This is an optimization exercise on Yosys and OpenROAD, whose aim is small area and a short achievable clock period, not a production implementation. Where RTL was checked, it was by simulation tests only, not by an equivalence proof against the original. Function not checked in run 1: the RTL went through the layout flow alone. Power is estimated from default activity; no workload was simulated.

$ cat design/flow/design.v
module fpadder(input [15:0] A, input [15:0] B, input clk, input rst, output reg [15:0] C);
wire [4:0] ea = A[14:10], eb = B[14:10];
wire       gte  = ea > eb;
wire       abig = A[14:0] > B[14:0];
wire [4:0] dab = ea - eb;
wire [4:0] dba = eb - ea;
reg        sign1, sub1;
reg [4:0]  exp1, sh1;
reg [9:0]  xm1, ym1;
always @(posedge clk) begin
	sign1 <= abig ? A[15] : B[15];
	sub1  <= A[15] ^ B[15];
	exp1  <= gte ? ea : eb;
	sh1   <= gte ? dab : dba;
	xm1   <= abig ? A[9:0] : B[9:0];
	ym1   <= abig ? B[9:0] : A[9:0];
end
wire [10:0] ys = {1'b1, ym1} >> sh1[3:0];
wire [10:0] yv = sh1[4] ? 11'd0 : ys;
reg        sign2, sub2;
reg [4:0]  exp2;    
reg [9:0]  xm2;
reg [10:0] ym2;
always @(posedge clk) begin
	sign2 <= sign1;
	sub2  <= sub1;
	exp2  <= exp1 + 5'd1;
	xm2   <= xm1;
	ym2   <= yv ^ {11{sub1}};
end
reg        sign3;
reg [4:0]  exp3;    
reg [11:0] s3;
always @(posedge clk) begin
	sign3 <= sign2;
	exp3  <= exp2;
	s3    <= {2'b01, xm2} + {sub2, ym2} + {11'd0, sub2};
end
reg [3:0] k;
always @(*) begin
	casez (s3[11:1])
	11'b1??????????: k = 4'd0;
	11'b01?????????: k = 4'd1;
	11'b001????????: k = 4'd2;
	11'b0001???????: k = 4'd3;
	11'b00001??????: k = 4'd4;
	11'b000001?????: k = 4'd5;
	11'b0000001????: k = 4'd6;
	11'b00000001???: k = 4'd7;
	11'b000000001??: k = 4'd8;
	11'b0000000001?: k = 4'd9;
	11'b00000000001: k = 4'd10;
	default:         k = 4'd1;
	endcase
end
wire [12:0] w = {s3, 1'b0} << k;
wire [4:0]  e = exp3 - {1'b0, k};
wire zero = ~sign3 && exp3 == 5'd1 && s3 == 12'h800;
always @(posedge clk)
	C <= {sign3, e[4:1], e[0] & ~zero, w[11:2]};
endmodule
$ cat design/flow/config.mk
export PLATFORM = sky130hd
export DESIGN_NAME = fpadder
export DESIGN_NICKNAME = fpadder
export VERILOG_FILES = /design/flow/design.v
export SDC_FILE = /design/flow/constraint.sdc
export NUM_CORES = 4
export LEC_CHECK = 0
export CAP_MARGIN = 20
export CORE_MARGIN = 2
export CORE_UTILIZATION = 40
export SETUP_SLACK_MARGIN = 2.0
export SLEW_MARGIN = 20
$ cat design/flow/constraint.sdc
create_clock -name core_clock -period 4.0 [get_ports {clk}]
set_input_delay 0.8000 -clock core_clock [delete_from_list [all_inputs] [get_ports {clk}]]
set_output_delay 0.8000 -clock core_clock [all_outputs]
set_load 0.01 [all_outputs]
$ cat design/flow/run.sh
#!/bin/bash
# synth_recipe.tcl (not shown) runs the flow's synth.tcl, then flattens the netlist and writes it again
# the make line also repeats each setting of config.mk as NAME=value (left out here)
make -C /OpenROAD-flow-scripts/flow DESIGN_CONFIG=/design/flow/config.mk WORK_HOME=/design/flow/orfs CLKGATE_MAP_FILE= SYNTH_SCRIPT=/design/flow/synth_recipe.tcl finish
==> results of run 1 <==
-- registers in the layout, summed over array words and instances (netlist names) --
| register | cells |
|---|---|
| sh1 | 5 |
| exp1 | 5 |
| sub2 | 1 |
| xm2 | 10 |
| exp2 | 5 |
| sign1 | 1 |
| s3 | 12 |
| sign2 | 1 |
| sub1 | 1 |
| ym1 | 10 |
| exp3 | 5 |
| C | 16 |
| xm1 | 10 |
| sign3 | 1 |
| ym2 | 11 |
-- metrics by stage --
| step | util [%] | power (mW) |
|---|---|---|
| after global routing | 57.4 | 4.14 |
| after detailed placement | 48.1 | 2.90 |
| after CTS | 55.1 | 3.68 |
| after floorplan | - | 2.49 |
| after global placement | 48.1 | 2.88 |
| final | 57.4 | 3.86 |
-- worst max path at each step --
stage	start	to	slack, ns	depth (start not counted)
2_1_floorplan	A[12]	sign1	1.31	9
3_3_place_gp	B[2]	xm1[1]	0.29	10
5_1_grt	B[14]	xm1[3]	1.45	11
3_5_place_dp	B[4]	xm1[3]	0.20	10
4_1_cts	A[12]	xm1[3]	1.44	10
6_report	A[12]	xm1[3]	1.46	11
-- power by group --
group          switching [mW]  internal (mW)  leakage, nW
Clock                   0.353          0.241       0.0924
Sequential              0.222           1.24        0.795
Combinational           0.871          0.935         1.88
-- layout make-up --
type,count,area (sq um)
Clock buffer,9,124
Clock inverter,7,67.6
Fill cell,903,4640
Inverter,44,188
Multi-Input combinational cell,319,2810
Sequential cell,94,1910
Tap cell,140,175
Timing Repair Buffer,105,970
-- routing by layer --
metal / vias to the layer above / wire [um] / GRT usage (%)
met4: 0 / 274 / 7.14
li1: 1832 / - / -
met5: - / 0 / 0
met1: 1632 / 4050 / 17.8
met3: 22 / 285 / 3.35
met2: 75 / 4890 / 29.8
-- cells by family (layout without fill, tap and decap cells) --
family	after synthesis	in the layout	synth area share [%]
adder cells (fa/ha/maj)	40	40	12.0
XOR/XNOR	29	29	5.65
multiplexers	30	30	7.68
AND/OR/NAND/NOR	121	121	12.8
buffers and inverters	59	165	5.57
flip-flops	94	94	41.9
AO/OA/AOI/OAI	99	99	14.5
-- repair_timing --
item	in CTS	in global routing
gates resized for setup	171	63
pin swaps	37	26
gates cloned	1	0
setup buffers	36	16
setup endpoints to repair	64	42
-- worst max-delay path: stages --
cell	delay (ns)
buf_12	0.09
inv_12	0.03
ha_4	0.25
nand4_1	0.18
or2_4	0.32
buf_6	0.12
a2111oi_4	0.31
o31ai_4	0.12
buf_6	0.14
buf_8	0.13
mux2_4	0.29
-- synthesized netlist by cell type, types with 3 or more instances --
library cell,count
a21o_1,6
a21oi_1,29
mux2_2,5
nor4_1,4
nor2b_1,9
xor2_1,15
and2_1,3
o21ai_1,12
mux2_1,11
xnor2_1,14
nand2b_1,4
o21a_1,6
o31ai_1,3
mux2i_1,12
buf_2,4
nor3_1,15
nor2_1,33
fa_1,5
nand3_1,9
o21ai_0,16
inv_1,43
ha_1,35
nand2_1,33
a211oi_1,8
dfxtp_1,94
clkbuf_1,6
==> summary.txt, run 1 <==
Outcome
  • Outcome: no timing/DRC/antenna violations

STA
  • Hold_ws: 0.334 ns
  • Final Hold Viols: 0
  • Total Neg Setup Slack: 0 ns
  • Slew @ Worst Pin: 0.609 ns
  • Relative slew slack: 59.4%
  • Setup Viol. Count Final: 0
  • Fmax achieved: 0.393 GHz
  • Clock skew: 0.00861 ns
  • Slew Viols, Final: 0
  • Final WS setup: 1.46 ns
  • RSZ-0062 raised after global routing: true
  • Crit share post-route: 63.6%
  • Min cycle time layout: 2.54 ns

CTS
  • TritonCTS clock tree: yes
  • Hold buffer count at cts: 0
  • Later-pin clock latency in the skew report: 0.36 ns
  • CTS max path bufs: 2
  • Root Buffer: clkbuf_8
  • Clock slew at reported path FFs: 0.09 ns
  • H-Tree Level Count: 3
  • CTS Buf Count: 9
  • Num Clock Sinks: 94

Floorplanning
  • # IOs: 50
  • Initial core utilization: 41.3%
  • FP Rows: 38
  • Core area: 10,900 sq um
  • Die footprint: 12,100 sq um
  • Die Span X: 110 um
  • Die Y: 110 um

Yosys
  • Syn nets: 546
  • Number of synthesized flops with an enable pin: 0
  • Seq/Total Area, Yosys: 41.9%
  • Synth area leaders: dfxtp_1, ha_1, inv_1, a21oi_1, xor2_1
  • Async set-reset flop share out of synthesis: 0%
  • Dominant cell type by area after synthesis: dfxtp_1
  • Count of different cell masters after synthesis: 58
  • Post-Syn Area: 4500 sq um
  • Synth warnings: 1
  • Top FF cell, synth: dfxtp_1
  • Mean Syn Cell Area: 9.52 sq um
  • Cells after Synth: 472
  • Synth top area share: 41.9%
  • Flops & latches, synth: 94

Drt
  • DRT Wirelength: 9500 um
  • Routed Antenna Nets: 0
  • DR WL/cell: 13.2 um
  • First-pass DRT Iterations: 4
  • Routed vias: 3,561
  • DRC: 0
  • Vias per std cell: 4.96
  • DRT iter0 DRCs: 102

Global route
  • Initial antenna violation count: 0
  • Largest net degree at the start of global routing: 19
  • Remaining global-route overflow: 0
  • First-pass GRT wire length: 15,400 um
  • Vias in the first global route: 3,513
  • GRT Util Overall: 16.2%

Worst hold path
  • Hold Path Depth: 0
  • Min-Delay Endpoint: xm2[3]
  • Hold Startpoint: xm1[3]
  • Min-Delay Path Class: reg2reg

Placement
  • Global placer's final weighted congestion: 0.902
  • Final HPWL from detailed placement: 6560 um
  • Number of port buffers: 48
  • Placed cell count: 649
  • Dpl ws: 0.196 ns
  • Post-Place Cell Area: 5230 sq um

Pwr
  • Peak VDD IR: 334 uV
  • Lkg Pwr: 2.77 nW
  • Pwr dens: 618 nW/um^2

Critical path
  • Worst r2r src: sub2
  • Required @ worst endpoint: 4.25 ns
  • Critical path arrival: 2.79 ns
  • Startpoint Class: input port
  • R2r setup slk: 1.94 ns
  • CP max FO: 7
  • End of the worst register-to-register path: s3[10]
  • Critical path endpoint category: register
  • Setup CP Type: in2reg
  • FF-to-FF path depth: 11

Cells and area
  • Post-Layout Inst Area: 6250 sq um
  • Antenna diode count: 0
  • Commonest non-fill, non-tap cell in the layout: dfxtp_1
  • Final std cells w/o fill: 718
  • Share of cells above drive strength 1: 36.3%
  • Area delta synth->final: 39.0%
  • Most frequent cells in the layout: dfxtp_1, buf_4, nor2_1
  • Nets: 647

Run
  • Max-cap violations: 0
==> run 2: changes to the inputs <==
--- a/design/flow/design.v
+++ b/design/flow/design.v
@@ -4,17 +4,20 @@
 wire       abig = A[14:0] > B[14:0];
 wire [4:0] dab = ea - eb;
 wire [4:0] dba = eb - ea;
-reg        sign1, sub1;
+reg        sign1, sub1, abig1;
 reg [4:0]  exp1, sh1;
-reg [9:0]  xm1, ym1;
+reg [9:0]  ma1, mb1;
 always @(posedge clk) begin
 	sign1 <= abig ? A[15] : B[15];
 	sub1  <= A[15] ^ B[15];
+	abig1 <= abig;
 	exp1  <= gte ? ea : eb;
 	sh1   <= gte ? dab : dba;
-	xm1   <= abig ? A[9:0] : B[9:0];
-	ym1   <= abig ? B[9:0] : A[9:0];
+	ma1   <= A[9:0];
+	mb1   <= B[9:0];
 end
+wire [9:0]  xm1 = abig1 ? ma1 : mb1;
+wire [9:0]  ym1 = abig1 ? mb1 : ma1;
 wire [10:0] ys = {1'b1, ym1} >> sh1[3:0];
 wire [10:0] yv = sh1[4] ? 11'd0 : ys;
 reg        sign2, sub2;
==> run 2 against run 1 <==
Still clean on timing, DRC and antenna. Register-to-register slack worse by 0.10 ns. Non-clock buffer count decreased by 21. First-iteration DRC count grew 23%. Critical path depth shrank 3. Synthesized cell count down 3.4%. Final cell count shrank 4.9%. Worst hold slack worse by 0.011 ns. Final area up 0.54%. Sequential share of layout area grew 0.25 points. Critical endpoint is now sign1. Highest routed layer unchanged.
==> summary.txt, run 2 <==
CTS
  • TritonCTS clock tree: yes
  • Root Buffer: clkbuf_16
  • CTS Buf Count: 9 (unchanged)
  • H-Tree Level Count: 3 (unchanged)
  • Later-pin clock latency in the skew report: 0.34 ns (-0.02 ns)
  • Hold buffer count at cts: 0 (unchanged)
  • Num Clock Sinks: 95 (+1.1%)
  • CTS max path bufs: 2 (unchanged)
  • Clock slew at reported path FFs: 0.06 ns (-0.03 ns)

Yosys
  • Mean Syn Cell Area: 9.99 sq um (+4.9%)
  • Cells after Synth: 456 (-3.4%)
  • Count of different cell masters after synthesis: 63 (+8.6%)
  • Number of synthesized flops with an enable pin: 0 (unchanged)
  • Flops & latches, synth: 95 (+1.1%)
  • Post-Syn Area: 4550 sq um (+1.3%)
  • Synth top area share: 41.8% (-0.10 points)
  • Seq/Total Area, Yosys: 41.8% (-0.10 points)
  • Cell with the most instances after synthesis: dfxtp_1
  • Syn nets: 530 (-2.9%)
  • Synth warnings: 1 (unchanged)
  • Post-synth top cells: dfxtp_1, inv_1, ha_1, a21oi_1, nor2_1
  • Dominant cell type by area after synthesis: dfxtp_1
  • Async set-reset flop share out of synthesis: 0% (unchanged)
  • Synth area leaders: dfxtp_1, ha_1, mux2_2, a21oi_1, inv_1
  • Top FF cell, synth: dfxtp_1

Floorplanning
  • Die Y: 111 um (+0.63%)
  • Initial core utilization: 41.5% (+0.18 points)
  • Core area: 11,000 sq um (+0.87%)
  • Die footprint: 12,300 sq um (+1.3%)
  • # IOs: 50 (unchanged)
  • Die Span X: 111 um (+0.63%)
  • FP Rows: 38 (unchanged)

Cells and area
  • Top Registers: C x16, s3 x12, ym2 x11
  • Nets: 612 (-5.4%)
  • Top reg by flops: C
  • Share of cells above drive strength 1: 34.3% (-2.1 points)
  • Final std cells w/o fill: 683 (-4.9%)
  • Max FFs per register: 16 (unchanged)
  • Fillers: 944 (+4.5%)
  • Area delta synth->final: 37.9%
  • Antenna diode count: 0 (unchanged)
  • Most frequent cells in the layout: dfxtp_1, buf_4, inv_1
  • Commonest non-fill, non-tap cell in the layout: dfxtp_1

STA
  • Setup Viol. Count Final: 0 (unchanged)
  • Total Neg Setup Slack: 0 ns (unchanged)
  • Slew Viols, Final: 0 (unchanged)
  • Crit share post-route: 55.0% (-8.6 points)
  • Final Hold Viols: 0 (unchanged)
  • Min cycle time layout: 2.20 ns (-0.344 ns)
  • Relative slew slack: 60.3% (+0.96 points)
  • Clock skew: 0.00462 ns (-0.00399 ns)
  • Slew @ Worst Pin: 0.594 ns (-0.0144 ns)
  • Fmax achieved: 0.454 GHz (+16%)
  • RSZ-0062 raised after global routing: true

Critical path
  • CP max stage cell: nor3_4
  • CP peak stage delay: 0.33 ns (about the same)
  • Critical path arrival: 2.43 ns (-0.36 ns)
  • Setup CP Type: in2reg
  • CP max FO: 3 (-4)
  • Required @ worst endpoint: 4.23 ns (-0.02 ns)
  • Critical path endpoint category: register
  • CP cell instances: buf_12 -> inv_12 -> ha_4 -> nand4_1 -> nor3_4 -> o2111ai_2 -> a21oi_2 -> mux2_4
  • Startpoint Class: input port

Drt
  • DRT Wirelength: 9740 um (+2.5%)
  • Routed Antenna Nets: 0 (unchanged)
  • First-pass DRT Iterations: 4 (unchanged)
  • DR WL/cell: 14.3 um (+7.7%)
  • DRC: 0 (unchanged)
  • DRT iter0 DRCs: 125 (+23%)
  • Vias per std cell: 5.18 (+4.4%)
  • Routed vias: 3,535 (-0.73%)

Global route
  • Remaining global-route overflow: 0 (unchanged)
  • Largest net degree at the start of global routing: 18 (-1)
  • First-pass GRT wire length: 15,800 um (+2.2%)
  • Initial antenna violation count: 0 (unchanged)
  • Vias in the first global route: 3,484 (-0.83%)
  • GRT Util Overall: 15.6% (-0.65 points)

Pwr
  • Peak VDD IR: 351 uV (+5.0%)
  • Pwr dens: 656 nW/um^2 (+6.1%)
  • Reg power frac: 35.8% (-2.1 points)
  • Lkg Pwr: 2.69 nW (-2.9%)
  • P_sw: 1.47 mW (+1.4%)
  • Int Pwr: 2.65 mW (+9.7%)
  • Clock power frac: 19.6% (+4.2 points)
  • Switching share of total power: 35.6% (-1.8 points)
  • Comb power frac: 44.7% (-2.1 points)

Run
  • Max-cap violations: 0 (unchanged)

Placement
  • Number of port buffers: 48 (unchanged)
  • Global placer's final weighted congestion: 0.850 (-5.8%)
  • Placed cell count: 631 (-2.8%)
  • Final HPWL from detailed placement: 6840 um (+4.3%)

Outcome
  • Outcome: no timing/DRC/antenna violations

Worst hold path
  • Min-Delay Path Class: reg2reg
[run 2: changes by cell type in the layout (fill, tap and decap cells not counted), moves of 6 or more]
cell and change:
a211oi_1 -6, buf_4 -6, buf_6 -12, clkbuf_16 +9
clkbuf_8 -7, clkdlybuf4s50_1 +12, dlygate4sd2_1 -11, mux2_2 +9
mux2_4 -8, nand2_2 -6, nor3_1 -9
[run 2: path summary, 6_finish.rpt]
| path | from | end | slack (ns) | depth (start not counted) |
|---|---|---|---|---|
| setup reg to reg | s3[4] | C[14] | 1.84 | 10 |
| setup / recovery | A[12] | sign1 | 1.80 | 8 |
| hold reg to reg | exp2[4] | exp3[4] | 0.32 | 0 |
| hold / removal | exp2[4] | exp3[4] | 0.32 | 0 |
[run 2: cell families (layout without fill, tap and decap cells)]
logic type               Yosys count  in the layout  synth area share [%]
AO/OA/AOI/OAI                    102            103                  15.2
flip-flops                        95             95                  41.8
AND/OR/NAND/NOR                   95             95                  10.2
buffers and inverters             60            146                  5.47
adder cells (fa/ha/maj)           40             40                  11.8
multiplexers                      34             34                  9.75
XOR/XNOR                          30             30                  5.77
[run 2: worst max-delay path, delay by kind of cell]
| kind | cells | cell delay [ns] |
|---|---|---|
| simple gates | 2 | 0.52 |
| compound gates | 2 | 0.40 |
| fa+ha+maj | 1 | 0.26 |
| mux | 1 | 0.32 |
| buf+inv | 2 | 0.12 |
[run 2: metal layers]
| layer | global-route usage, % | share of wire (%) | vias to the layer above |
|---|---|---|---|
| met5 | 0 | 0 | - |
| met4 | 7.25 | 2.4 | 0 |
| met3 | 2.52 | 2.7 | 23 |
| met2 | 29.0 | 54 | 68 |
| met1 | 17.1 | 41 | 1670 |
| li1 | - | - | 1774 |
[run 2: through the flow]
| step | hold WS, ns | worst slack, ns | instance area, sq um | total power, mW | util, % |
|---|---|---|---|---|---|
| global route | 0.334 | 1.72 | 6280 | 4.38 | 57.2 |
| finish | 0.324 | 1.80 | 6280 | 4.12 | 57.2 |
| global placement | 0.313 | 0.773 | 5250 | 2.93 | 47.8 |
| detailed placement | 0.312 | 0.760 | 5250 | 2.95 | 47.8 |
| floorplan | 0.310 | 1.74 | 4680 | 2.52 | - |
| CTS | 0.322 | 1.81 | 5940 | 3.90 | 54.1 |
[run 2: power by group through the flow]
stage	clock network, mW	registers (mW)	logic [mW]
after floorplan	0	1.42	1.10
after global placement	0	1.48	1.45
after detailed placement	0	1.48	1.47
after CTS	0.824	1.46	1.61
after global routing	0.863	1.51	2.01
final	0.806	1.47	1.84
[run 2: repair_timing]
action                                 in CTS  in global routing
endpoints found under the hold margin       0                  0
setup endpoints to repair                  36                 31
buffers inserted                           21                 14
gates cloned                                1                  0
resized for setup                         121                 61
pin swaps                                  28                 24
[run 2: area by class of cell]
cell class,count,area (sq um),share of cell area [%]
Multi-Input combinational cell,302,2880,45.8
Inverter,46,195,3.11
Clock buffer,11,253,4.02
Sequential cell,95,1940,30.8
Timing Repair Buffer,84,815,13.0
Tap cell,140,175,2.79
Clock inverter,5,31.3,0.498
==> run 3: changes to the inputs <==
--- a/design/flow/config.mk
+++ b/design/flow/config.mk
@@ -10,3 +10,4 @@
 export CORE_UTILIZATION = 40
 export SETUP_SLACK_MARGIN = 2.0
 export SLEW_MARGIN = 20
+export TNS_END_PERCENT = 0
==> run 3 against run 2 <==
Routed wire length shrank 7.6%. Synthesized cell count is the same. Combinational power is 14% lower. Register-to-register slack worse by 0.04 ns. Power shrank 6.5%. Global-route usage fell by 0.23 points. Setup slack better by 0.0046 ns. Final cell count decreased by 2.8%. Clock power grew 0.9%. Sequential power barely moved. First-iteration DRC count down 30%. Synthesized area did not move. Critical path type unchanged. Critical endpoint unchanged. Largest cell class unchanged.
==> summary.txt, run 3 <==
Outcome
  • Outcome: no timing/DRC/antenna violations

Pwr
  • Lkg Pwr: 2.46 nW (-8.7%)
  • Pwr dens: 662 nW/um^2 (+0.94%)
  • Peak VDD IR: 317 uV (-9.6%)
  • Pwr Total: 3.85 mW (-6.5%)

Yosys
  • Seq/Total Area, Yosys: 41.8% (unchanged)
  • Async set-reset flop share out of synthesis: 0% (unchanged)
  • Synth top area share: 41.8% (unchanged)
  • Top FF cell, synth: dfxtp_1
  • Number of synthesized flops with an enable pin: 0 (unchanged)
  • Dominant cell type by area after synthesis: dfxtp_1
  • Main combinational cell family by area after synthesis: compound AO/OA/AOI/OAI gates
  • Synth area leaders: dfxtp_1, ha_1, mux2_2, a21oi_1, inv_1
  • Post-Syn Area: 4550 sq um (unchanged)
  • Post-Synth XOR/XNOR Area: 5.77% (unchanged)
  • Post-synthesis mux area share: 9.75% (unchanged)
  • Flops & latches, synth: 95 (unchanged)
  • Synth warnings: 1 (unchanged)
  • Mean Syn Cell Area: 9.99 sq um (unchanged)
  • Compound-Gate Fraction of Synth Area: 15.2% (unchanged)
  • Count of different cell masters after synthesis: 63 (unchanged)
  • Adder-cell share of the synthesized area: 11.8% (unchanged)
  • Syn nets: 530 (unchanged)
  • Simple-gate share of the synthesized area: 10.2% (unchanged)
  • Post-synth top cells: dfxtp_1, inv_1, ha_1, a21oi_1, nor2_1
  • Cell with the most instances after synthesis: dfxtp_1
  • Cells after Synth: 456 (unchanged)

Worst hold path
  • Hold Startpoint: exp2[1]
  • Min-Delay Path Class: reg2reg

Critical path
  • Startpoint Class: input port
  • Critical path arrival: 2.42 ns (about the same)
  • Worst r2r src: s3[5]
  • Required @ worst endpoint: 4.22 ns (about the same)
  • CP cell instances: clkdlybuf4s50_1 -> ha_1 -> inv_1 -> a21oi_1 -> o21ai_2 -> o2111ai_2 -> a21oi_2 -> mux2_4
  • Crit path max-delay family: compound AO/OA/AOI/OAI gates
  • Worst Path Buf+Inv: 2 (unchanged)
  • Critical path endpoint category: register
  • CP max FO: 2 (-1)
  • Setup CP Type: in2reg
  • Setup crit start: B[0]
  • CP peak stage delay: 0.43 ns (+0.10 ns)
  • CP max stage cell: clkdlybuf4s50_1

Cells and area
  • Fillers: 998 (+5.7%)
  • Most frequent cells in the layout: dfxtp_1, inv_1, nor2_1, a21oi_1, nand2_1
  • Final std cells w/o fill: 664 (-2.8%)
  • Antenna diode count: 0 (unchanged)
  • Max FFs per register: 16 (unchanged)
  • Share of cells above drive strength 1: 24.4% (-9.8 points)
  • Top Registers: C x16, s3 x12, ym2 x11
  • Nets: 593 (-3.1%)
  • Commonest non-fill, non-tap cell in the layout: dfxtp_1
  • Area delta synth->final: 27.8%
  • Fin util: 53.0% (-4.2 points)
  • Top reg by flops: C

Placement
  • Number of port buffers: 48 (unchanged)
  • Final HPWL from detailed placement: 6760 um (-1.2%)
  • Placed cell count: 632 (+0.16%)
  • Dpl ws: 0.773 ns (+0.0127 ns)
  • Global placer's final weighted congestion: 0.870 (+2.4%)

STA
  • Min cycle time layout: 2.20 ns (-0.00464 ns)
  • Crit share post-route: 54.9% (-0.12 points)
  • Setup Viol. Count Final: 0 (unchanged)
  • Slew Viols, Final: 0 (unchanged)
  • Fmax achieved: 0.455 GHz (+0.21%)
  • Final WS setup: 1.80 ns (+0.00464 ns)
  • Total Neg Setup Slack: 0 ns (unchanged)
  • Slew @ Worst Pin: 0.619 ns (+0.0248 ns)
  • Final Hold Viols: 0 (unchanged)
  • Relative slew slack: 58.7% (-1.7 points)
  • Clock skew: 0.00821 ns (+0.00358 ns)
  • RSZ-0062 raised after global routing: true

CTS
  • TritonCTS clock tree: yes
  • CTS max path bufs: 2 (unchanged)
  • H-Tree Level Count: 3 (unchanged)
  • Num Clock Sinks: 95 (unchanged)
  • Later-pin clock latency in the skew report: 0.34 ns (about the same)
  • CTS Buf Count: 9 (unchanged)
  • Clock slew at reported path FFs: 0.07 ns (about the same)
  • Root Buffer: clkbuf_16

Drt
  • DRC: 0 (unchanged)
  • DRT Wirelength: 8990 um (-7.6%)
  • Routed vias: 3,409 (-3.6%)
  • Met2 Wirelength: 4630 um (-12%)
  • Top sig layer: met4
  • DRT iter0 DRCs: 87 (-30%)
  • Vias per std cell: 5.13 (-0.80%)
  • Routed Antenna Nets: 0 (unchanged)
  • First-pass DRT Iterations: 7 (+3)
  • Routed length on met1: 3770 um (-5.2%)
  • Met3 routed WL: 351 um (+32%)
  • DR WL/cell: 13.5 um (-5.0%)

Floorplanning
  • Initial core utilization: 41.5% (unchanged)
  • Die Y: 111 um (unchanged)
  • Core area: 11,000 sq um (unchanged)
  • FP Rows: 38 (unchanged)
  • # IOs: 50 (unchanged)
  • Die Span X: 111 um (unchanged)
  • Die footprint: 12,300 sq um (unchanged)

Global route
  • Initial antenna violation count: 0 (unchanged)
  • GRT Util Overall: 15.3% (-0.23 points)
  • First-pass GRT wire length: 15,600 um (-1.1%)
  • Largest net degree at the start of global routing: 19 (+1)
  • Vias in the first global route: 3,456 (-0.80%)
  • Remaining global-route overflow: 0 (unchanged)

Run
  • Max-cap violations: 0 (unchanged)
## run 3: kinds of logic after synthesis
family	after synthesis
AOI/OAI and AO/OA	102
and+or+nand+nor	95
buffers and inverters	60
muxes	34
adders and majority gates	40
DFF	95
xor gates and xnor gates	30
## run 3: power by group
group          switching [mW]  leakage [nW]  internal [mW]  total [mW]
Combinational           0.777          1.52          0.808        1.58
Clock                   0.379         0.140          0.434       0.813
Sequential              0.228         0.802           1.23        1.45
Total                    1.38          2.46           2.47        3.85
## run 3: stage by stage
| step | instance area [sq um] | hold WS (ns) |
|---|---|---|
| 4_1_cts | 5790 | 0.324 |
| 6_report | 5820 | 0.325 |
| 3_5_place_dp | 5200 | 0.312 |
| 2_1_floorplan | 4610 | 0.310 |
| 5_1_grt | 5820 | 0.330 |
| 3_3_place_gp | 5200 | 0.313 |
## run 3: metal layers
metal	track usage, %	vias up
met5	0	-
met4	6.92	0
met3	3.34	25
met2	26.9	84
met1	17.9	1576
li1	-	1724
## run 3: final timing paths
check / end / slack (ns) / depth (start not counted)
min reg2reg: exp3[1] / 0.33 / 0
max reg2reg: C[14] / 1.80 / 11
max: sign1 / 1.80 / 8
min: exp3[1] / 0.33 / 0
## run 3: layout make-up
| cell class | instances | area (sq um) | share of cell area, % |
|---|---|---|---|
| clock inverters | 7 | 63.8 | 1.10 |
| clock buffers | 9 | 225 | 3.87 |
| multi-input cells | 301 | 2680 | 46.0 |
| inverters | 46 | 193 | 3.31 |
| repair buffers | 66 | 572 | 9.82 |
| well taps | 140 | 175 | 3.01 |
| flip-flops and latches | 95 | 1910 | 32.9 |
## run 3: what timing repair did
action / 4_1_cts / 5_1_grt
buffers inserted: 16 / 0
resized for setup: 107 / 9
endpoints found under the setup margin: 37 / 47
hold buffers: 0 / 0
pin swaps: 23 / 1
gates cloned: 0 / 0
==> run 4: changes to the inputs <==
==> design/flow/flow/run.sh (new file) <==
#!/bin/bash
# Standard layout, with plain buffers (not delay cells) on the ports.
set -euo pipefail
export BUFFER_PORTS_ARGS="-buffer_cell sky130_fd_sc_hd__buf_2"
bash standard.sh > standard.log 2>&1
==> design/flow/standard.sh (new file) <==
#!/bin/bash
# synth_recipe.tcl (not shown) runs the flow's synth.tcl, then flattens the netlist and writes it again
# the make line also repeats each setting of config.mk as NAME=value (left out here)
make -C /OpenROAD-flow-scripts/flow DESIGN_CONFIG=/design/flow/config.mk WORK_HOME=/design/flow/orfs CLKGATE_MAP_FILE= SYNTH_SCRIPT=/design/flow/synth_recipe.tcl "${@:-finish}"
--- a/design/flow/config.mk
+++ b/design/flow/config.mk
@@ -10,4 +10,3 @@
 export CORE_UTILIZATION = 40
 export SETUP_SLACK_MARGIN = 2.0
 export SLEW_MARGIN = 20
-export TNS_END_PERCENT = 0
removed: design/flow/run.sh
==> run 4 against run 3 <==
Critical endpoint is now C[14]. Largest cell class unchanged. Still clean. Die area is the same. Register-to-register slack improved by 0.02 ns. Maximum frequency is 1.0% higher.
==> summary.txt, run 4 <==
Cells and area
  • Fillers: 936 (-6.2%)
  • Nets: 611 (+3.0%)
  • Top Registers: C x16, s3 x12, ym2 x11
  • Antenna diode count: 0 (unchanged)
  • Max FFs per register: 16 (unchanged)
  • Share of cells above drive strength 1: 35.6% (+11 points)
  • Area delta synth->final: 29.5%
  • Top reg by flops: C
  • Commonest non-fill, non-tap cell in the layout: dfxtp_1
  • Most frequent cells in the layout: dfxtp_1, buf_2, inv_1

Yosys
  • Cells after Synth: 456 (unchanged)
  • Flops & latches, synth: 95 (unchanged)
  • Simple-gate share of the synthesized area: 10.2% (unchanged)
  • Async set-reset flop share out of synthesis: 0% (unchanged)
  • Post-Synth XOR/XNOR Area: 5.77% (unchanged)
  • Mean Syn Cell Area: 9.99 sq um (unchanged)
  • Syn nets: 530 (unchanged)
  • Compound-Gate Fraction of Synth Area: 15.2% (unchanged)
  • Dominant cell type by area after synthesis: dfxtp_1
  • Synth area leaders: dfxtp_1, ha_1, mux2_2, a21oi_1, inv_1
  • Post-synthesis mux area share: 9.75% (unchanged)
  • Post-synth top cells: dfxtp_1, inv_1, ha_1, a21oi_1, nor2_1
  • Synth warnings: 1 (unchanged)
  • Number of synthesized flops with an enable pin: 0 (unchanged)
  • Cell with the most instances after synthesis: dfxtp_1
  • Seq/Total Area, Yosys: 41.8% (unchanged)
  • Top FF cell, synth: dfxtp_1
  • Count of different cell masters after synthesis: 63 (unchanged)
  • Adder-cell share of the synthesized area: 11.8% (unchanged)
  • Main combinational cell family by area after synthesis: compound AO/OA/AOI/OAI gates
  • Synth top area share: 41.8% (unchanged)
  • Post-Syn Area: 4550 sq um (unchanged)

Critical path
  • Startpoint Class: register
  • FF-to-FF path depth: 10 (-1)
  • CP cell instances: or4_4 -> nor2b_4 -> o41ai_4 -> inv_2 -> ha_4 -> fa_2 -> inv_2 -> a21o_1 -> a21oi_2 -> xor2_1
  • CP max FO: 7 (+5)
  • CP max stage cell: or4_4
  • Critical path arrival: 2.45 ns (+0.03 ns)
  • Worst r2r src: s3[7]
  • R2r setup slk: 1.83 ns (+0.02 ns)
  • Most frequent CP cell: inv_2
  • Required @ worst endpoint: 4.27 ns (+0.05 ns)
  • Setup CP Type: reg2reg
  • Critical path endpoint category: register
  • CP peak stage delay: 0.57 ns (+0.14 ns)
  • End of the worst register-to-register path: C[14]

Floorplanning
  • # IOs: 50 (unchanged)
  • Core area: 11,000 sq um (unchanged)
  • Die Y: 111 um (unchanged)
  • Initial core utilization: 41.5% (unchanged)
  • Die footprint: 12,300 sq um (unchanged)
  • Die Span X: 111 um (unchanged)
  • FP Rows: 38 (unchanged)

Global route
  • Initial antenna violation count: 0 (unchanged)
  • Vias in the first global route: 3,407 (-1.4%)
  • Largest net degree at the start of global routing: 17 (-2)
  • GRT Util Overall: 15.3% (-0.036 points)
  • First-pass GRT wire length: 15,400 um (-0.93%)
  • Remaining global-route overflow: 0 (unchanged)

Drt
  • Routed length on met1: 3870 um (+2.5%)
  • DRT Wirelength: 9380 um (+4.3%)
  • Routed vias: 3,460 (+1.5%)
  • Met3 routed WL: 352 um (+0.28%)
  • Top sig layer: met4
  • DR WL/cell: 13.8 um (+1.6%)
  • Met2 Wirelength: 4980 um (+7.5%)
  • DRC: 0 (unchanged)
  • Vias per std cell: 5.07 (-1.2%)
  • Routed Antenna Nets: 0 (unchanged)
  • First-pass DRT Iterations: 4 (-3)
  • DRT iter0 DRCs: 111 (+28%)

Pwr
  • Pwr dens: 686 nW/um^2 (+3.7%)
  • Peak VDD IR: 383 uV (+21%)
  • Lkg Pwr: 2.58 nW (+5.0%)

Placement
  • Final HPWL from detailed placement: 6760 um (about the same)
  • Number of port buffers: 48 (unchanged)
  • Dpl ws: 1.17 ns (+0.394 ns)
  • Global placer's final weighted congestion: 0.847 (-2.7%)

STA
  • Fmax achieved: 0.460 GHz (+1.0%)
  • Slew Viols, Final: 0 (unchanged)
  • Total Neg Setup Slack: 0 ns (unchanged)
  • Final WS setup: 1.83 ns (+0.0226 ns)
  • Clock skew: 0.00875 ns (+0.000540 ns)
  • Slew @ Worst Pin: 0.603 ns (-0.0162 ns)
  • Relative slew slack: 59.7% (+1.1 points)
  • Setup Viol. Count Final: 0 (unchanged)
  • Min cycle time layout: 2.17 ns (-0.0226 ns)
  • Final Hold Viols: 0 (unchanged)
  • RSZ-0062 raised after global routing: true
  • Crit share post-route: 54.3% (-0.57 points)

Worst hold path
  • Hold Startpoint: exp2[3]
  • Hold Path Depth: 0 (unchanged)
  • Min-Delay Endpoint: exp3[3]
  • Min-Delay Path Class: reg2reg

Outcome
  • Outcome: no timing/DRC/antenna violations

CTS
  • TritonCTS clock tree: yes
  • H-Tree Level Count: 3 (unchanged)
  • Later-pin clock latency in the skew report: 0.34 ns (about the same)
  • CTS Buf Count: 9 (unchanged)
  • Clock slew at reported path FFs: 0.07 ns (about the same)
  • Root Buffer: clkbuf_16
  • Num Clock Sinks: 95 (unchanged)
  • CTS max path bufs: 2 (unchanged)

Run
  • Max-cap violations: 0 (unchanged)
run 4: cell types whose count changed in the layout (fill, tap and decap cells not counted), sizes merged, moves of 2 or more:
cell / change
clkinv: -2
clkbuf: +2
dlygate4sd2: -16
buf: +58
clkdlybuf4s50: -23
run 4: routing by layer:
layer	global-route usage (%)	vias to the layer above
met5	0	-
met4	6.50	0
met3	3.50	13
met2	27.5	78
met1	17.3	1608
li1	-	1761
run 4: logic make-up (layout without fill, tap and decap cells):
logic type,Yosys count,in the layout
buffers and inverters,60,146
adders and majority gates,40,40
AOI/OAI and AO/OA,102,102
and+or+nand+nor,95,95
DFF,95,95
xor gates and xnor gates,30,30
muxes,34,34
run 4: final cells by class:
cell class                      count  area, sq um  area share [%]
Clock buffer                       11          243            4.12
Clock inverter                      5         63.8            1.08
Inverter                           46          200            3.40
Multi-Input combinational cell    301         2680            45.5
Sequential cell                    95         1930            32.7
Tap cell                          140          175            2.97
Timing Repair Buffer               84          601            10.2
run 4: critical path, delay by kind of cell, from the launching register on:
family          cells  cell delay [ns]
compound gates      3             0.37
xor+xnor            1             0.14
fa+ha+maj           2             0.35
buf+inv             2             0.13
flops               1             0.37
simple gates        2             0.76
run 4: worst max-delay path by stage:
stage	end	start	slack, ns
6_report	C[14]	s3[7]	1.83
5_1_grt	s3[10]	ym2[0]	1.75
4_1_cts	sign1	A[12]	1.81
3_5_place_dp	sign1	A[11]	1.17
3_3_place_gp	sign1	A[11]	1.16
2_1_floorplan	sign1	A[12]	1.74
run 4: power by group:
group          internal [mW]  switching (mW)
clock                  0.508           0.361
sequential              1.24           0.235
combinational          0.855           0.846
total                   2.60            1.44
run 4: per-stage QoR:
step / std cells / area (sq um) / power [mW] / utilization, % / hold slack [ns]
floorplan: 456 / 4680 / 2.52 / - / 0.310
global placement: 631 / 5010 / 2.82 / 45.6 / 0.313
detailed placement: 631 / 5010 / 2.84 / 45.6 / 0.312
finish: 682 / 5900 / 4.05 / 53.7 / 0.320
CTS: 662 / 5620 / 3.84 / 51.2 / 0.320
global route: 682 / 5900 / 4.31 / 53.7 / 0.324
run 4: timing repair:
| action | in CTS | in global routing |
|---|---|---|
| setup buffers | 15 | 20 |
| hold buffers | 0 | 0 |
| resized for setup | 47 | 38 |
| pin swaps | 16 | 28 |
| setup endpoints to repair | 31 | 17 |
==> run 5: changes to the inputs <==
--- a/design/flow/config.mk
+++ b/design/flow/config.mk
@@ -7,6 +7,7 @@
 export LEC_CHECK = 0
 export CAP_MARGIN = 20
 export CORE_MARGIN = 2
-export CORE_UTILIZATION = 40
+export CORE_UTILIZATION = 60
+export CTS_BUF_LIST = sky130_fd_sc_hd__clkbuf_4 sky130_fd_sc_hd__clkbuf_8
 export SETUP_SLACK_MARGIN = 2.0
 export SLEW_MARGIN = 20
==> run 5 against run 4 <==
Still clean on timing, DRC and antenna. Global-route usage is 7.2 points higher. Power is 5.4% lower. Maximum frequency is 0.48% lower. Combinational power hardly changed. First-iteration DRC count is 19% lower. Routed wire length is 2.3% higher. Setup slack worse by 0.010 ns. Largest power group unchanged.
==> summary.txt, run 5 <==
Outcome
  • Outcome: no timing/DRC/antenna violations

Drt
  • Vias per std cell: 5.59 (+10%)
  • DRT iter0 DRCs: 90 (-19%)
  • DR WL/cell: 15.0 um (+9.4%)
  • DRC: 0 (unchanged)
  • DRT Wirelength: 9600 um (+2.3%)
  • Routed vias: 3,565 (+3.0%)
  • First-pass DRT Iterations: 4 (unchanged)
  • Routed Antenna Nets: 0 (unchanged)

Critical path
  • CP max stage cell: or4_4
  • CP cell instances: or4_4 -> nor2b_4 -> o41ai_4 -> inv_2 -> ha_4 -> fa_2 -> inv_2 -> a21o_1 -> a21oi_2 -> xor2_1
  • CP peak stage delay: 0.57 ns (about the same)
  • Startpoint Class: register
  • Worst Path Buf+Inv: 2 (unchanged)
  • Setup CP Type: reg2reg
  • CP max FO: 5 (-2)
  • Critical path endpoint category: register
  • Required @ worst endpoint: 4.28 ns (about the same)
  • Crit path max-delay family: simple AND/OR/NAND/NOR gates
  • R2r setup slk: 1.82 ns (about the same)
  • Critical path arrival: 2.47 ns (+0.02 ns)
  • Most frequent CP cell: inv_2

STA
  • Relative slew slack: 61.6% (+1.9 points)
  • Slew Viols, Final: 0 (unchanged)
  • Clock skew: 0.00867 ns (-0.0000729 ns)
  • Setup Viol. Count Final: 0 (unchanged)
  • Final Hold Viols: 0 (unchanged)
  • RSZ-0062 raised after global routing: true
  • Min cycle time layout: 2.18 ns (+0.0105 ns)
  • Final WS setup: 1.82 ns (-0.0105 ns)
  • Fmax achieved: 0.458 GHz (-0.48%)
  • Total Neg Setup Slack: 0 ns (unchanged)
  • Slew @ Worst Pin: 0.575 ns (-0.0284 ns)
  • Crit share post-route: 54.6% (+0.26 points)
  • Hold_ws: 0.323 ns (+0.00298 ns)

Placement
  • Global placer's final weighted congestion: 0.896 (+5.7%)
  • Number of port buffers: 48 (unchanged)
  • Dpl ws: 1.26 ns (+0.0952 ns)
  • Placed cell count: 590 (-6.5%)
  • Final HPWL from detailed placement: 6750 um (-0.23%)

CTS
  • Clock slew at reported path FFs: 0.09 ns (+0.02 ns)
  • H-Tree Level Count: 3 (unchanged)
  • Root Buffer: clkbuf_8
  • CTS max path bufs: 2 (unchanged)
  • CTS Buf Count: 9 (unchanged)
  • Num Clock Sinks: 95 (unchanged)
  • TritonCTS clock tree: yes
  • Later-pin clock latency in the skew report: 0.35 ns (about the same)

Cells and area
  • Max FFs per register: 16 (unchanged)
  • Top reg by flops: C
  • Commonest non-fill, non-tap cell in the layout: dfxtp_1
  • Antenna diode count: 0 (unchanged)
  • Final std cells w/o fill: 638 (-6.5%)
  • Share of cells above drive strength 1: 35.3% (-0.36 points)
  • Most frequent cells in the layout: dfxtp_1, buf_2, inv_1
  • Area delta synth->final: 25.6%
  • Nets: 608 (-0.49%)
  • Top Registers: C x16, s3 x12, ym2 x11

Yosys
  • Synth area leaders: dfxtp_1, ha_1, mux2_2, a21oi_1, inv_1
  • Async set-reset flop share out of synthesis: 0% (unchanged)
  • Dominant cell type by area after synthesis: dfxtp_1
  • Post-synth top cells: dfxtp_1, inv_1, ha_1, a21oi_1, nor2_1
  • Mean Syn Cell Area: 9.99 sq um (unchanged)
  • Syn nets: 530 (unchanged)
  • Synth warnings: 1 (unchanged)
  • Cells after Synth: 456 (unchanged)
  • Number of synthesized flops with an enable pin: 0 (unchanged)
  • Flops & latches, synth: 95 (unchanged)
  • Synth top area share: 41.8% (unchanged)
  • Post-Syn Area: 4550 sq um (unchanged)
  • Seq/Total Area, Yosys: 41.8% (unchanged)
  • Cell with the most instances after synthesis: dfxtp_1
  • Count of different cell masters after synthesis: 63 (unchanged)
  • Top FF cell, synth: dfxtp_1

Pwr
  • Reg power frac: 38.2% (+1.7 points)
  • Pwr Total: 3.83 mW (-5.4%)
  • Pwr dens: 669 nW/um^2 (-2.5%)
  • Comb power frac: 44.7% (+2.6 points)
  • Lkg Pwr: 2.52 nW (-2.5%)
  • Int Pwr: 2.38 mW (-8.4%)
  • P_sw: 1.45 mW (+0.22%)
  • Clock power frac: 17.1% (-4.4 points)
  • Peak VDD IR: 265 uV (-31%)
  • Switching share of total power: 37.8% (+2.1 points)

Floorplanning
  • Die footprint: 8300 sq um (-32%)
  • Die Y: 91.1 um (-18%)
  • # IOs: 50 (unchanged)
  • Initial core utilization: 62.5% (+21 points)
  • Die Span X: 91.1 um (-18%)
  • FP Rows: 31 (-18%)
  • Core area: 7290 sq um (-34%)

Worst hold path
  • Min-Delay Path Class: reg2reg

Global route
  • Remaining global-route overflow: 0 (unchanged)
  • Largest net degree at the start of global routing: 24 (+7)
  • GRT Util Overall: 22.5% (+7.2 points)
  • Vias in the first global route: 3,419 (+0.35%)
  • First-pass GRT wire length: 15,100 um (-2.1%)
  • Initial antenna violation count: 0 (unchanged)

Run
  • Max-cap violations: 0 (unchanged)
[run 5: cell counts after synthesis]
Identical to the previous run, type by type.
[run 5: worst paths after layout]
kind,start,endpoint,cells after the start
min,exp2[2],exp3[2],0
max reg2reg,s3[7],C[14],10
min reg2reg,exp2[2],exp3[2],0
max,s3[7],C[14],10
[run 5: power by group through the flow]
stage               logic [mW]  clock network (mW)  registers, mW
floorplan                 1.10                   0           1.42
global placement          1.36                   0           1.46
detailed placement        1.39                   0           1.48
CTS                       1.50               0.666           1.46
global route              1.88               0.707           1.50
finish                    1.71               0.656           1.46
[run 5: repair_timing]
action	4_1_cts	5_1_grt
hold buffers	0	0
gates resized for setup	39	37
gates cloned	0	1
endpoints found under the setup margin	22	20
pin swaps	19	26
buffers inserted	14	17
[run 5: cell families (layout without fill, tap and decap cells)]
family | Yosys count | count (layout) | synth area share [%]
AO/OA/AOI/OAI | 102 | 103 | 15.2
flip-flops | 95 | 95 | 41.8
AND/OR/NAND/NOR | 95 | 95 | 10.2
buffers and inverters | 60 | 142 | 5.47
adder cells (fa/ha/maj) | 40 | 40 | 11.8
XOR/XNOR | 30 | 30 | 5.77
multiplexers | 34 | 34 | 9.75
[run 5: final cells by class]
class	instances	area (sq um)
flip-flops and latches	95	1920
well taps	99	124
repair buffers	80	558
clock buffers	11	145
clock inverters	5	62.6
inverters	46	193
fillers	510	1570
multi-input cells	302	2720
[run 5: worst reg2reg max path, stage by stage, from the launching register on]
cell and delay (ns):
dfxtp_4 0.37, or4_4 0.57, nor2b_4 0.16, o41ai_4 0.08
inv_2 0.11, ha_4 0.14, fa_2 0.21, inv_2 0.03
a21o_1 0.15, a21oi_2 0.12, xor2_1 0.17
[run 5: stage by stage]
step           utilization (%)  instance area [sq um]
2_1_floorplan                -                   4680
3_3_place_gp              68.0                   4960
3_5_place_dp              68.0                   4960
4_1_cts                   74.2                   5410
5_1_grt                   78.5                   5720
6_report                  78.5                   5720
[run 5: per-layer routing]
metal	GRT usage [%]	vias to the layer above	wire, um
li1	-	1761	-
met1	27.1	1675	4030
met2	40.0	111	4980
met3	4.40	18	427
met4	7.70	0	159
met5	0	-	0
==> run 6: changes to the inputs <==
--- a/design/flow/config.mk
+++ b/design/flow/config.mk
@@ -7,7 +7,10 @@
 export LEC_CHECK = 0
 export CAP_MARGIN = 20
 export CORE_MARGIN = 2
-export CORE_UTILIZATION = 60
+export CORE_UTILIZATION = 65
 export CTS_BUF_LIST = sky130_fd_sc_hd__clkbuf_4 sky130_fd_sc_hd__clkbuf_8
+export CTS_CLUSTER_DIAMETER = 80
+export CTS_CLUSTER_SIZE = 50
 export SETUP_SLACK_MARGIN = 2.0
 export SLEW_MARGIN = 20
+export TNS_END_PERCENT = 0
==> run 6 against run 5 <==
Critical path depth did not move. Core utilization fell by 0.47 points. Maximum frequency fell by 2.6%. Global-route usage rose by 1.9 points. Register-to-register slack got worse by 0.06 ns. Die area fell by 7.4%. Final cell count fell by 4.1%. Flip-flop and latch count did not move. Combinational power fell by 13%. Clock skew fell by 0.0015 ns. Count of clock-buffer cells in the layout fell by 1. Routed wire length fell by 6.8%.
==> summary.txt, run 6 <==
Outcome
  • Outcome: no timing/DRC/antenna violations

Critical path
  • R2r setup slk: 1.76 ns (-0.06 ns)
  • CP max FO: 2 (-3)
  • Setup CP Type: reg2reg
  • Critical path endpoint category: register
  • Critical path arrival: 2.53 ns (+0.06 ns)
  • Startpoint Class: register
  • Required @ worst endpoint: 4.28 ns (about the same)

STA
  • Relative slew slack: 60.6% (-1.0 points)
  • Slew @ Worst Pin: 0.590 ns (+0.0150 ns)
  • Final Hold Viols: 0 (unchanged)
  • RSZ-0062 raised after global routing: true
  • Final WS setup: 1.76 ns (-0.0575 ns)
  • Total Neg Setup Slack: 0 ns (unchanged)
  • Slew Viols, Final: 0 (unchanged)
  • Setup Viol. Count Final: 0 (unchanged)
  • Hold_ws: 0.325 ns (+0.00197 ns)
  • Clock skew: 0.00715 ns (-0.00153 ns)
  • Crit share post-route: 56.0% (+1.4 points)
  • Min cycle time layout: 2.24 ns (+0.0575 ns)
  • Fmax achieved: 0.446 GHz (-2.6%)

Run
  • Max-cap violations: 0 (unchanged)

Pwr
  • Pwr dens: 680 nW/um^2 (+1.6%)
  • Lkg Pwr: 2.34 nW (-6.9%)
  • Peak VDD IR: 264 uV (-0.24%)

Cells and area
  • Share of cells above drive strength 1: 25.6% (-9.7 points)
  • Nets: 586 (-3.6%)
  • Commonest non-fill, non-tap cell in the layout: dfxtp_1
  • Area delta synth->final: 16.3%
  • Most frequent cells in the layout: dfxtp_1, buf_2, inv_1
  • Fin util: 78.0% (-0.47 points)
  • Antenna diode count: 0 (unchanged)
  • Top Registers: C x16, s3 x12, ym2 x11
  • Max FFs per register: 16 (unchanged)
  • Final std cells w/o fill: 612 (-4.1%)
  • Top reg by flops: C
  • Fillers: 456 (-11%)

Drt
  • Met3 routed WL: 299 um (-30%)
  • DRT iter0 DRCs: 156 (+73%)
  • DRT Wirelength: 8950 um (-6.8%)
  • DR WL/cell: 14.6 um (-2.8%)
  • Routed length on met1: 3860 um (-4.4%)
  • First-pass DRT Iterations: 5 (+1)
  • Vias per std cell: 5.50 (-1.6%)
  • DRC: 0 (unchanged)
  • Routed vias: 3,365 (-5.6%)
  • Met2 Wirelength: 4650 um (-6.5%)
  • Routed Antenna Nets: 0 (unchanged)
  • Top sig layer: met4

Floorplanning
  • Initial core utilization: 67.0% (+4.6 points)
  • Die Y: 87.7 um (-3.8%)
  • Die footprint: 7690 sq um (-7.4%)
  • Core area: 6790 sq um (-6.8%)
  • FP Rows: 30 (-3.2%)
  • Die Span X: 87.7 um (-3.8%)
  • # IOs: 50 (unchanged)

CTS
  • Clock slew at reported path FFs: 0.09 ns (about the same)
  • H-Tree Level Count: 3 (unchanged)
  • CTS Buf Count: 9 (unchanged)
  • Root Buffer: clkbuf_8
  • Num Clock Sinks: 95 (unchanged)
  • CTS max path bufs: 2 (unchanged)
  • TritonCTS clock tree: yes
  • Later-pin clock latency in the skew report: 0.35 ns (about the same)

Yosys
  • Synth area leaders: dfxtp_1, ha_1, mux2_2, a21oi_1, inv_1
  • Count of different cell masters after synthesis: 63 (unchanged)
  • Async set-reset flop share out of synthesis: 0% (unchanged)
  • Cells after Synth: 456 (unchanged)
  • Cell with the most instances after synthesis: dfxtp_1
  • Post-synth top cells: dfxtp_1, inv_1, ha_1, a21oi_1, nor2_1
  • Number of synthesized flops with an enable pin: 0 (unchanged)
  • Synth top area share: 41.8% (unchanged)
  • Flops & latches, synth: 95 (unchanged)
  • Dominant cell type by area after synthesis: dfxtp_1
  • Syn nets: 530 (unchanged)
  • Post-Syn Area: 4550 sq um (unchanged)
  • Synth warnings: 1 (unchanged)
  • Top FF cell, synth: dfxtp_1
  • Mean Syn Cell Area: 9.99 sq um (unchanged)
  • Seq/Total Area, Yosys: 41.8% (unchanged)

Global route
  • First-pass GRT wire length: 14,800 um (-2.2%)
  • Vias in the first global route: 3,238 (-5.3%)
  • Remaining global-route overflow: 0 (unchanged)
  • Largest net degree at the start of global routing: 24 (unchanged)
  • GRT Util Overall: 24.4% (+1.9 points)
  • Initial antenna violation count: 0 (unchanged)

Placement
  • Final HPWL from detailed placement: 6620 um (-1.9%)
  • Dpl ws: 1.27 ns (+0.00650 ns)
  • Placed cell count: 588 (-0.34%)
  • Number of port buffers: 48 (unchanged)
  • Global placer's final weighted congestion: 0.907 (+1.3%)

Worst hold path
  • Min-Delay Path Class: reg2reg
## run 6: cell types whose count changed in the layout (fill, tap and decap cells not counted), sizes merged
cell,change
buf,-21
inv,-4
clkinvlp,+2
bufinv,+1
clkbuf,-1
clkinv,+1
o22ai,-1
## run 6: path summary, 6_finish.rpt
kind              startpoint       to  cells past startpoint
setup / recovery        sub2   s3[10]                     10
hold / removal       exp2[2]  exp3[2]                      0
setup reg to reg        sub2   s3[10]                     10
hold reg to reg      exp2[2]  exp3[2]                      0
## run 6: report_power, final
group / switching (mW) / internal (mW) / total (mW)
combinational: 0.790 / 0.703 / 1.49
clock: 0.317 / 0.357 / 0.673
sequential: 0.216 / 1.22 / 1.44
total: 1.32 / 2.28 / 3.60
## run 6: timing repair
item	4_1_cts	5_1_grt
buffers inserted	8	1
pin swaps	12	8
hold buffers	0	0
setup endpoints to repair	24	29
gates resized for setup	24	2
## run 6: cells by family (layout without fill, tap and decap cells)
logic type / Yosys count / in the layout / share of synthesized area, %
DFF: 95 / 95 / 41.8
muxes: 34 / 34 / 9.75
buffers and inverters: 60 / 120 / 5.47
xor gates and xnor gates: 30 / 30 / 5.77
and+or+nand+nor: 95 / 95 / 10.2
adders and majority gates: 40 / 40 / 11.8
AOI/OAI and AO/OA: 102 / 102 / 15.2
## run 6: cell type report
class | instances | area, sq um | share of cell area [%]
Inverter | 46 | 188 | 3.54
Clock inverter | 5 | 83.8 | 1.58
Clock buffer | 10 | 131 | 2.48
Timing Repair Buffer | 59 | 325 | 6.14
Multi-Input combinational cell | 301 | 2540 | 48.0
Sequential cell | 95 | 1910 | 36.0
Tap cell | 96 | 120 | 2.27
## run 6: routing by layer
| layer | GRT usage, % | up-vias |
|---|---|---|
| met4 | 9.23 | 0 |
| met2 | 43.7 | 94 |
| met1 | 29.7 | 1545 |
| met3 | 3.58 | 15 |
| met5 | 0 | - |
| li1 | - | 1711 |
## run 6: through the flow
step / total power, mW / cell area (sq um)
6_report: 3.60 / 5300
5_1_grt: 3.85 / 5300
4_1_cts: 3.59 / 5280
3_5_place_dp: 2.80 / 4900
3_3_place_gp: 2.76 / 4900
2_1_floorplan: 2.46 / 4610
## run 6: worst max-delay path, stage by stage (launching register included)
cell,delay (ns)
dfxtp_2,0.34
inv_1,0.07
fa_2,0.21
inv_1,0.06
fa_2,0.35
a21oi_2,0.18
o21ai_2,0.10
a2111oi_4,0.38
o31ai_1,0.16
a21oi_1,0.19
xor2_1,0.14
==> run 7: changes to the inputs <==
==> design/flow/flow/run.sh (replaced) <==
#!/bin/bash
# Standard layout, with plain buffers (not delay cells) on the ports.
set -euo pipefail
export BUFFER_PORTS_ARGS="-buffer_cell sky130_fd_sc_hd__buf_1"
bash standard.sh > standard.log 2>&1
==> run 7 against run 6 <==
Largest cell class unchanged. Count of clock-buffer cells in the layout increased by 1. Final cell count increased by 2.1%. Synthesized area unchanged. Non-clock buffer count increased by 12. Power increased by 0.32%.
==> summary.txt, run 7 <==
Yosys
  • Flops & latches, synth: 95 (unchanged)
  • Post-Syn Area: 4550 sq um (unchanged)
  • Synth area leaders: dfxtp_1, ha_1, mux2_2, a21oi_1, inv_1
  • Compound-Gate Fraction of Synth Area: 15.2% (unchanged)
  • Cells after Synth: 456 (unchanged)
  • Top FF cell, synth: dfxtp_1
  • Mean Syn Cell Area: 9.99 sq um (unchanged)
  • Seq/Total Area, Yosys: 41.8% (unchanged)
  • Post-Synth XOR/XNOR Area: 5.77% (unchanged)
  • Dominant cell type by area after synthesis: dfxtp_1
  • Syn nets: 530 (unchanged)
  • Async set-reset flop share out of synthesis: 0% (unchanged)
  • Adder-cell share of the synthesized area: 11.8% (unchanged)
  • Number of synthesized flops with an enable pin: 0 (unchanged)
  • Simple-gate share of the synthesized area: 10.2% (unchanged)
  • Cell with the most instances after synthesis: dfxtp_1
  • Post-synth top cells: dfxtp_1, inv_1, ha_1, a21oi_1, nor2_1
  • Post-synthesis mux area share: 9.75% (unchanged)
  • Main combinational cell family by area after synthesis: compound AO/OA/AOI/OAI gates
  • Synth top area share: 41.8% (unchanged)
  • Count of different cell masters after synthesis: 63 (unchanged)
  • Synth warnings: 1 (unchanged)

Global route
  • Met3 Use GR: 3.86% (+0.28 points)
  • Remaining global-route overflow: 0 (unchanged)
  • Grt peak-use layer: met2
  • Largest net degree at the start of global routing: 24 (unchanged)
  • First-pass GRT wire length: 14,700 um (-0.18%)
  • GR met1 Demand/Resource: 30.4% (+0.69 points)
  • Vias in the first global route: 3,219 (-0.59%)
  • Met2 GRT Util: 43.4% (-0.28 points)
  • GRT Util Overall: 24.8% (+0.35 points)
  • Initial antenna violation count: 0 (unchanged)

Drt
  • Routed Antenna Nets: 0 (unchanged)
  • DRC: 0 (unchanged)
  • Routed vias: 3,433 (+2.0%)
  • Vias per std cell: 5.49 (-0.10%)
  • DRT iter0 DRCs: 75 (-52%)
  • DRT Wirelength: 9040 um (+1.0%)
  • First-pass DRT Iterations: 4 (-1)
  • DR WL/cell: 14.5 um (-1.1%)

Run
  • Max-cap violations: 0 (unchanged)

CTS
  • Num Clock Sinks: 95 (unchanged)
  • TritonCTS clock tree: yes
  • H-Tree Level Count: 3 (unchanged)
  • Later-pin clock latency in the skew report: 0.36 ns (about the same)
  • CTS Buf Count: 9 (unchanged)
  • CTS max path bufs: 2 (unchanged)
  • Root Buffer: clkbuf_8
  • Clock slew at reported path FFs: 0.09 ns (about the same)

Critical path
  • Crit path max-delay family: simple AND/OR/NAND/NOR gates
  • R2r setup slk: 1.78 ns (+0.02 ns)
  • CP peak stage delay: 0.57 ns (+0.19 ns)
  • Startpoint Class: register
  • Critical path arrival: 2.51 ns (-0.02 ns)
  • Worst Path Buf+Inv: 3 (+1)
  • Setup CP Type: reg2reg
  • Critical path endpoint category: register
  • Required @ worst endpoint: 4.29 ns (about the same)
  • CP max stage cell: or4_4
  • CP cell instances: or4_4 -> nor2b_4 -> o41ai_2 -> buf_4 -> inv_4 -> ha_4 -> fa_2 -> inv_1 -> a21o_1 -> a21oi_2 -> xor2_1
  • CP max FO: 4 (+2)

Placement
  • Placed cell count: 588 (unchanged)
  • Global placer's final weighted congestion: 0.896 (-1.3%)
  • Final HPWL from detailed placement: 6560 um (-0.99%)
  • Number of port buffers: 48 (unchanged)

Floorplanning
  • # IOs: 50 (unchanged)
  • Die Y: 87.7 um (unchanged)
  • Die Span X: 87.7 um (unchanged)
  • Core area: 6790 sq um (unchanged)
  • Initial core utilization: 67.0% (unchanged)
  • FP Rows: 30 (unchanged)
  • Die footprint: 7690 sq um (unchanged)

Outcome
  • Outcome: no timing/DRC/antenna violations

Cells and area
  • Area delta synth->final: 17.2%
  • Max FFs per register: 16 (unchanged)
  • Share of cells above drive strength 1: 19.7% (-5.9 points)
  • Final std cells w/o fill: 625 (+2.1%)
  • Fillers: 463 (+1.5%)
  • Most frequent cells in the layout: dfxtp_1, buf_1, inv_1
  • Top Registers: C x16, s3 x12, ym2 x11
  • Antenna diode count: 0 (unchanged)
  • Top reg by flops: C
  • Commonest non-fill, non-tap cell in the layout: dfxtp_1
  • Nets: 598 (+2.0%)

STA
  • Setup Viol. Count Final: 0 (unchanged)
  • Relative slew slack: 60.7% (about the same)
  • Crit share post-route: 55.5% (-0.55 points)
  • Min cycle time layout: 2.22 ns (-0.0221 ns)
  • Total Neg Setup Slack: 0 ns (unchanged)
  • Clock skew: 0.00882 ns (+0.00167 ns)
  • RSZ-0062 raised after global routing: true
  • Slew @ Worst Pin: 0.589 ns (-0.000779 ns)
  • Slew Viols, Final: 0 (unchanged)
  • Final Hold Viols: 0 (unchanged)
  • Fmax achieved: 0.451 GHz (+0.99%)

Pwr
  • Pwr dens: 677 nW/um^2 (-0.43%)
  • Pwr Total: 3.61 mW (+0.32%)
  • Lkg Pwr: 2.27 nW (-3.0%)
  • Peak VDD IR: 246 uV (-6.9%)

Worst hold path
  • Min-Delay Path Class: reg2reg
## run 7: routing by layer
layer | wire length (um) | vias to the layer above
li1 | - | 1725
met1 | 3850 | 1590
met2 | 4680 | 96
met3 | 308 | 22
met4 | 206 | 0
met5 | 0 | -
## run 7: area by class of cell
cell class                      instances  area [sq um]  share of cell area [%]
Clock inverter                          5          58.8                    1.10
Tap cell                               96           120                    2.25
Sequential cell                        95          1910                    35.8
Timing Repair Buffer                   71           358                    6.70
Clock buffer                           11           139                    2.60
Multi-Input combinational cell        301          2560                    48.0
Inverter                               46           188                    3.52
## run 7: per-stage QoR
step           instance area, sq um  hold WS (ns)  utilization, %  worst slack (ns)
2_1_floorplan                  4610         0.310               -              1.74
3_3_place_gp                   4840         0.310            71.3              1.23
3_5_place_dp                   4840         0.313            71.3              1.23
4_1_cts                        5230         0.323            76.9              1.78
5_1_grt                        5340         0.329            78.6              1.68
6_report                       5340         0.324            78.6              1.78
## run 7: power breakdown
group / switching [mW] / internal [mW] / total (mW)
combinational: 0.819 / 0.728 / 1.55
sequential: 0.218 / 1.23 / 1.44
clock: 0.321 / 0.303 / 0.624
## run 7: final timing paths
check               start      end  cells past startpoint
setup / recovery    s3[4]    C[14]                     11
hold reg to reg   exp2[4]  exp3[4]                      0
setup reg to reg    s3[4]    C[14]                     11
hold / removal    exp2[4]  exp3[4]                      0
## run 7: repair_timing
| action | 4_1_cts | 5_1_grt |
|---|---|---|
| pin swaps | 17 | 13 |
| resized for setup | 25 | 12 |
| endpoints found under the setup margin | 24 | 30 |
| cloned | 0 | 0 |
| setup buffers | 11 | 10 |
| hold buffers | 0 | 0 |
## run 7: worst reg2reg max path, delay by kind of cell, from the launching register on
| kind | cells | cell delay [ns] |
|---|---|---|
| AND/OR/NAND/NOR | 2 | 0.72 |
| adder cells (fa/ha/maj) | 2 | 0.32 |
| flip-flops | 1 | 0.36 |
| buffers and inverters | 3 | 0.27 |
| AO/OA/AOI/OAI | 3 | 0.35 |
| XOR/XNOR | 1 | 0.14 |
## run 7: cells by family after synthesis
group	count (synthesis)
AO/OA/AOI/OAI	102
AND/OR/NAND/NOR	95
flip-flops	95
buffers and inverters	60
adder cells (fa/ha/maj)	40
multiplexers	34
XOR/XNOR	30

what the ideal ports hide:
Ports are ideal in the flow. The routed layouts listed here were re-timed in OpenROAD. Step 1: set_driving_cell puts a clkbuf_16 on clk and a buf_2 on each other input, an assumption about the parent block. Step 2 adds t to the input delays and takes it off the output delays; t is the mean of the earliest and latest rising clock arrival at the registers after step 1. Input paths then give back, and output paths get back, about the clock's delay inside the block. Three values: ideal, step 1, step 2; two values: the first two.
run | shift t [ns] | setup slack, ns | worst setup path at the end | clock arrival spread, ns
run 1 | 0.384 | 1.455 / 1.423 / 1.039 | input to register | 0.009 / 0.008
run 2 | 0.376 | 1.799 / 1.773 / 1.397 | input to register | 0.006 / 0.006
run 3 | 0.371 | 1.804 / 1.804 / 1.447 | input to register | 0.010 / 0.010
run 4 | 0.377 | 1.827 / 1.815 / 1.438 | input to register | 0.009 / 0.009
run 5 | 0.378 | 1.816 / 1.816 / 1.482 | input to register | 0.009 / 0.010
run 6 | 0.374 | 1.759 / 1.759 / 1.412 | input to register | 0.009 / 0.008
run 7 | 0.380 | 1.781 / 1.781 / 1.445 | input to register | 0.010 / 0.010
After both steps setup and hold are still met in every run listed. For run 1, which loses most, drivers alone change the setup slack by -0.032 ns; drivers and shift together by -0.416 ns.
